Context: an optimization exercise on an open-source flow, tuned for small area. The choices shown serve that exercise and are no tape-out recipe.
Function was checked by simulation only, so behaviour that the tests miss may differ from the original.
The clock port is modelled as an ideal driver, which makes a skipped or thinned clock tree look cheaper than it is; a real chip needs a root buffer or a tree.
No activity file was given, so power comes from the tool's default toggle rates.

== run A ==
Design pdl, start of the top module:
module pdl
#(
          parameter N = 20,
          parameter OUT_NUM = 8
)
(
      input [N-1:0] wb,
      input [N-1:0] dl,
      input clk,
      input reset,
      input trigger,
      output reg delay_out
);
==> flow/config.mk <==
export PLATFORM = sky130hd
export DESIGN_NAME = pdl
export DESIGN_NICKNAME = pdl
export VERILOG_FILES = /design/flow/design.v
export SDC_FILE = /design/flow/constraint.sdc
export NUM_CORES = 4
export LEC_CHECK = 0
export CAP_MARGIN = 20
export CORE_MARGIN = 2
export CORE_UTILIZATION = 75
export SLEW_MARGIN = 20
export BUFFER_PORTS_ARGS = -buffer_cell sky130_fd_sc_hd__buf_1
export POST_CTS_TCL = /design/flow/flow/post_cts.tcl
==> flow/constraint.sdc <==
create_clock -name core_clock -period 10.0 [get_ports {clk}]
set_input_delay 2.0000 -clock core_clock [delete_from_list [all_inputs] [get_ports {clk}]]
set_output_delay 2.0000 -clock core_clock [all_outputs]
set_load 0.01 [all_outputs]
standard.sh (not shown) runs the stock make flow with config.mk's settings and CLKGATE_MAP_FILE= SYNTH_SCRIPT=/design/flow/synth_recipe.tcl, a recipe that flattens the netlist after the stock synthesis.
==> flow/flow/run.sh <==
#!/bin/bash
# Standard ORFS flow with two changes:
#  - port buffers use the smallest buffer cell (buf_1);
#  - after CTS, the clock tree is rebuilt as 2-4 leaf buffers fed directly
#    from the clock port (flow/kbuf_auto.tcl), without TritonCTS's dummy loads.
set -e
HERE=$(pwd)
cp config.mk config_orig.log
cat >> config.mk <<EOT
export BUFFER_PORTS_ARGS = -buffer_cell sky130_fd_sc_hd__buf_1
export POST_CTS_TCL = $HERE/flow/post_cts.tcl
EOT
export KB_TARGET=0.115
bash standard.sh > standard.log 2>&1
==> flow/flow/kbuf_auto.tcl <==
source [file join [file dirname [info script]] kbuf_lib.tcl]
set ::kb_sizes {sky130_fd_sc_hd__clkbuf_1 sky130_fd_sc_hd__clkbuf_2 sky130_fd_sc_hd__clkbuf_4 sky130_fd_sc_hd__clkbuf_8 sky130_fd_sc_hd__clkbuf_16}
set ::kb_target [expr {[info exists ::env(KB_TARGET)] ? $::env(KB_TARGET) : 0.115}]
proc kb_leaf_slew {k} {
  set worst 0
  foreach p [get_pins -of_objects [get_nets clknet_leaf_$k]] {
    if {[get_property $p direction] ne "input"} continue
    foreach prop {slew_max_rise slew_max_fall} { set s [get_property $p $prop]; if {$s > $worst} { set worst $s } }
  }
  return $worst
}
proc kb_size {K} {
  global kb_sizes kb_target
  set idx {}
  for {set k 0} {$k < $K} {incr k} { lappend idx 0; replace_cell [get_cells clkbuf_leaf_$k] [lindex $kb_sizes 0] }
  while 1 {
    estimate_parasitics -placement
    set changed 0
    for {set k 0} {$k < $K} {incr k} {
      if {[kb_leaf_slew $k] > $kb_target} {
        set i [lindex $idx $k]
        if {$i + 1 >= [llength $kb_sizes]} { return 1e9 }
        incr i; lset idx $k $i
        replace_cell [get_cells clkbuf_leaf_$k] [lindex $kb_sizes $i]
        set changed 1
      }
    }
    if {!$changed} break
  }
  set area 0
  for {set k 0} {$k < $K} {incr k} { set area [expr {$area + [[[ord::get_db] findMaster [lindex $kb_sizes [lindex $idx $k]]] getWidth]}] }
  puts "kbuf: K=$K sizes=[lmap i $idx {lindex $kb_sizes $i}] width=$area"
  return $area
}
set best_k 0; set best_a 1e18
foreach K {2 3 4} {
  kb_build $K sky130_fd_sc_hd__clkbuf_2 none
  set a [kb_size $K]
  if {$a < $best_a} { set best_a $a; set best_k $K }
}
puts "kbuf: choosing K=$best_k"
kb_build $best_k sky130_fd_sc_hd__clkbuf_2 none
kb_size $best_k
==> flow/flow/kbuf_lib.tcl <==
# Rebuild the clock tree: the clock port drives an optional root buffer, which
# drives K leaf buffers; the registers are split among the leaves by position
# (k-means). Settings: KB_LEAF (cell), KB_K, KB_ROOT (cell or "none").
proc kb_build {K leaf_master root_master} {
set block [ord::get_db_block]
set db [ord::get_db]
set root_net [[$block findBTerm clk] getNet]
set sinks {}; set bufs {}; set nets {}; set loads {}
set todo [list $root_net]
while {[llength $todo]} {
  set n [lindex $todo 0]; set todo [lrange $todo 1 end]
  foreach it [$n getITerms] {
    if {[$it isOutputSignal]} continue
    set inst [$it getInst]
    set m [[$inst getMaster] getName]
    if {[string match "clkload*" [$inst getName]]} { lappend loads $inst; continue }
    if {[string match "*clkbuf*" $m] || [string match "*__buf_*" $m]} {
      lappend bufs $inst
      foreach o [$inst getITerms] { if {[$o isOutputSignal] && [$o getNet] ne "NULL"} { lappend todo [$o getNet]; lappend nets [$o getNet] } }
    } elseif {[string match "*inv*" $m]} {
      error "inverter in clock tree: [$inst getName]"
    } else {
      lappend sinks $it
    }
  }
}
puts "kbuf($K): [llength $sinks] sinks; removing [llength $bufs] buffers, [llength $loads] dummy loads"
set pts {}
foreach it $sinks { set b [[$it getInst] getBBox]; lappend pts [list [expr {([$b xMin]+[$b xMax])/2}] [expr {([$b yMin]+[$b yMax])/2}]]; $it disconnect }
foreach inst [concat $bufs $loads] { foreach o [$inst getITerms] { $o disconnect }; odb::dbInst_destroy $inst }
foreach n $nets { odb::dbNet_destroy $n }
# k-means, seeded by spreading along x
set N [llength $pts]
set sorted [lsort -integer -index 0 $pts]
set cents {}
for {set k 0} {$k < $K} {incr k} { lappend cents [lindex $sorted [expr {int(($k+0.5)*$N/$K)}]] }
for {set iter 0} {$iter < 50} {incr iter} {
  set asg {}
  foreach p $pts {
    set best 0; set bd 1e18
    for {set k 0} {$k < $K} {incr k} { set c [lindex $cents $k]; set d [expr {abs([lindex $p 0]-[lindex $c 0]) + abs([lindex $p 1]-[lindex $c 1])}]; if {$d < $bd} { set bd $d; set best $k } }
    lappend asg $best
  }
  set nc {}
  for {set k 0} {$k < $K} {incr k} {
    set sx 0; set sy 0; set c 0
    foreach p $pts a $asg { if {$a == $k} { incr sx [lindex $p 0]; incr sy [lindex $p 1]; incr c } }
    if {$c} { lappend nc [list [expr {$sx / $c}] [expr {$sy / $c}]] } else { lappend nc [lindex $cents $k] }
  }
  set cents $nc
}
if {$root_master ne "none"} {
  set top_net [odb::dbNet_create $block clknet_root]
  $top_net setSigType CLOCK
  set r [odb::dbInst_create $block [$db findMaster $root_master] clkbuf_root]
  [$r findITerm A] connect $root_net
  [$r findITerm X] connect $top_net
  set sx 0; set sy 0; foreach c $cents { incr sx [lindex $c 0]; incr sy [lindex $c 1] }
  $r setLocation [expr {$sx / $K}] [expr {$sy / $K}]
  $r setPlacementStatus PLACED
} else {
  set top_net $root_net
}
for {set k 0} {$k < $K} {incr k} {
  set ln [odb::dbNet_create $block clknet_leaf_$k]
  $ln setSigType CLOCK
  set b [odb::dbInst_create $block [$db findMaster $leaf_master] clkbuf_leaf_$k]
  [$b findITerm A] connect $top_net
  [$b findITerm X] connect $ln
  set c 0
  foreach it $sinks a $asg { if {$a == $k} { $it connect $ln; incr c } }
  puts "kbuf($K): leaf $k: $c sinks"
  $b setLocation [lindex $cents $k 0] [lindex $cents $k 1]
  $b setPlacementStatus PLACED
}
}
Other scripts of this flow, unchanged in this note and not shown: flow/flow/post_cts.tcl
Relative to run A, the following input files were edited for run B:
- CORE_UTILIZATION changed from 75 to 65
--- a/flow/flow/kbuf_auto.tcl
+++ b/flow/flow/kbuf_auto.tcl
@@ -1,4 +1,4 @@
 source [file join [file dirname [info script]] kbuf_lib.tcl]
-set ::kb_sizes {sky130_fd_sc_hd__clkbuf_1 sky130_fd_sc_hd__clkbuf_2 sky130_fd_sc_hd__clkbuf_4 sky130_fd_sc_hd__clkbuf_8 sky130_fd_sc_hd__clkbuf_16}
-set ::kb_target [expr {[info exists ::env(KB_TARGET)] ? $::env(KB_TARGET) : 0.115}]
+set kb_sizes {sky130_fd_sc_hd__clkbuf_1 sky130_fd_sc_hd__clkbuf_2 sky130_fd_sc_hd__clkbuf_4 sky130_fd_sc_hd__clkbuf_8 sky130_fd_sc_hd__clkbuf_16}
+set kb_target [expr {[info exists ::env(KB_TARGET)] ? $::env(KB_TARGET) : 0.115}]
 proc kb_leaf_slew {k} {
Results
Run B did not finish; a tool error ended it in clock tree synthesis (4_1_cts). Comparing run B against run A, there is no change at all in number of unique standard cell types used by synthesis. Starting utilization of the core area (run B over run A): decrease, 8.8 points. Diff run A -> run B: die extent in y increased about 7%; post-DP HPWL decreased 2.1%. Reported for run B and run A, count of port buffers added during placement turned out identical to the last digit. [compare] base=run A new=run B: fraction of synthesis flops using an asynchronous set or reset pin level, routability congestion estimate moved up. The worst setup slack after placement number comes out higher for run B vs run A.
### run B -> run C
--- a/flow/flow/kbuf_auto.tcl
+++ b/flow/flow/kbuf_auto.tcl
@@ -1,4 +1,4 @@
 source [file join [file dirname [info script]] kbuf_lib.tcl]
-set kb_sizes {sky130_fd_sc_hd__clkbuf_1 sky130_fd_sc_hd__clkbuf_2 sky130_fd_sc_hd__clkbuf_4 sky130_fd_sc_hd__clkbuf_8 sky130_fd_sc_hd__clkbuf_16}
-set kb_target [expr {[info exists ::env(KB_TARGET)] ? $::env(KB_TARGET) : 0.115}]
+set ::kb_sizes {sky130_fd_sc_hd__clkbuf_1 sky130_fd_sc_hd__clkbuf_2 sky130_fd_sc_hd__clkbuf_4 sky130_fd_sc_hd__clkbuf_8 sky130_fd_sc_hd__clkbuf_16}
+set ::kb_target [expr {[info exists ::env(KB_TARGET)] ? $::env(KB_TARGET) : 0.115}]
 proc kb_leaf_slew {k} {
Results
- Compared run B against run C; number of sinks driven by the clock tree within noise.
- Run B -> run C: number of core rows flat
- ~same post-synthesis average cell area in run C and run B
- As far as post-placement worst setup slack goes, run C and run B are indistinguishable; the numbers are identical.
- Run B -> run C: fraction of synthesized area in multiplexers delta 0, exact match
- Run B -> run C: number of cells in the design after placement delta 0, exact match
- Diff run B..run C | number of instances in the synthesized netlist | unchanged
- Reported for run C and run B, die width turned out identical to the last digit.
- Run B -> run C: xor/xnor share of the synthesized area delta 0, exact match
- Run C | status: complete | timing, DRC, antenna: pass
- As far as post-synthesis cell area is concerned, run C and run B perform about the same.
Input-level comparison between run D and run C:
- CORE_UTILIZATION changed from 65 to 70
- PLACE_DENSITY newly set to 0.8
--- a/flow/flow/kbuf_lib.tcl
+++ b/flow/flow/kbuf_lib.tcl
@@ -27,2 +27,6 @@
 puts "kbuf($K): [llength $sinks] sinks; removing [llength $bufs] buffers, [llength $loads] dummy loads"
+# order the registers by name so the result does not depend on net order
+set named {}
+foreach it $sinks { lappend named [list [[$it getInst] getName] $it] }
+set sinks [lmap r [lsort -index 0 $named] {lindex $r 1}]
 set pts {}
[summary]
Re post-synthesis async set-or-reset flop share: no difference whatsoever between run D and run C. Relative to run C, arrival time at the worst endpoint decreased by 0.05 ns in run D. Against run C, run D comes in 2.2% lower on ratio of total power to cell area. Looking at the reports, run D completed the entire flow and the layout it produced met the timing, DRC and antenna checks. Run D ended with more fmax than run C. Run C → run D: post-layout instance count excluding filler cells shows a reduction of 1, worst slew margin relative to its limit shows an increase of 1.4 points. Run D ended up with a higher global-route usage than run C did. Per the comparison of run D with run C, wire length of the first global-routing pass fell by 2.4%, combinational share of power went up by 0.2 points.
#### Input delta (run E over run D)
--- a/flow/flow/kbuf_lib.tcl
+++ b/flow/flow/kbuf_lib.tcl
@@ -27,6 +27,2 @@
 puts "kbuf($K): [llength $sinks] sinks; removing [llength $bufs] buffers, [llength $loads] dummy loads"
-# order the registers by name so the result does not depend on net order
-set named {}
-foreach it $sinks { lappend named [list [[$it getInst] getName] $it] }
-set sinks [lmap r [lsort -index 0 $named] {lindex $r 1}]
 set pts {}
[summary]
- Number of logic stages on the critical path including buffering: run E vs run D identical
- The post-route minimum period was comparable across run D and run E.
- Between run E and run D, the total non-filler cell area in the finished layout does not differ in any meaningful way.
In run A, run C, run D and run E the design's own scripts or RTL, not TritonCTS, make the clock network.

-- port drivers added, routing unchanged --
No port has a modelled driver above. Below, the same layouts with a new extraction and two added sets of constraints. Step 1: set_driving_cell puts a clkbuf_16 on clk and a buf_2 on each other input, an assumption about the parent block. Step 2 times the ports against the registers' clock, not the clock port: input delays grow and output delays shrink by t, the midpoint of the rising clock arrivals with the driver on. Slacks: ideal ports / drivers / drivers and shift; pairs: ideal ports / drivers.
run	shift t [ns]	setup WS [ns]	slew at the worst register clock pin (ns)
run A	0.191	0.227 / 0.256 / 0.066	0.08 / 0.08
run C	0.193	0.245 / 0.269 / 0.076	0.10 / 0.10
run D	0.202	0.308 / 0.338 / 0.137	0.10 / 0.10
run E	0.196	0.306 / 0.328 / 0.132	0.11 / 0.11
After both steps every run listed still meets setup and hold. For run E, which loses most, drivers alone change the setup slack by +0.022 ns; drivers and shift together by -0.174 ns.
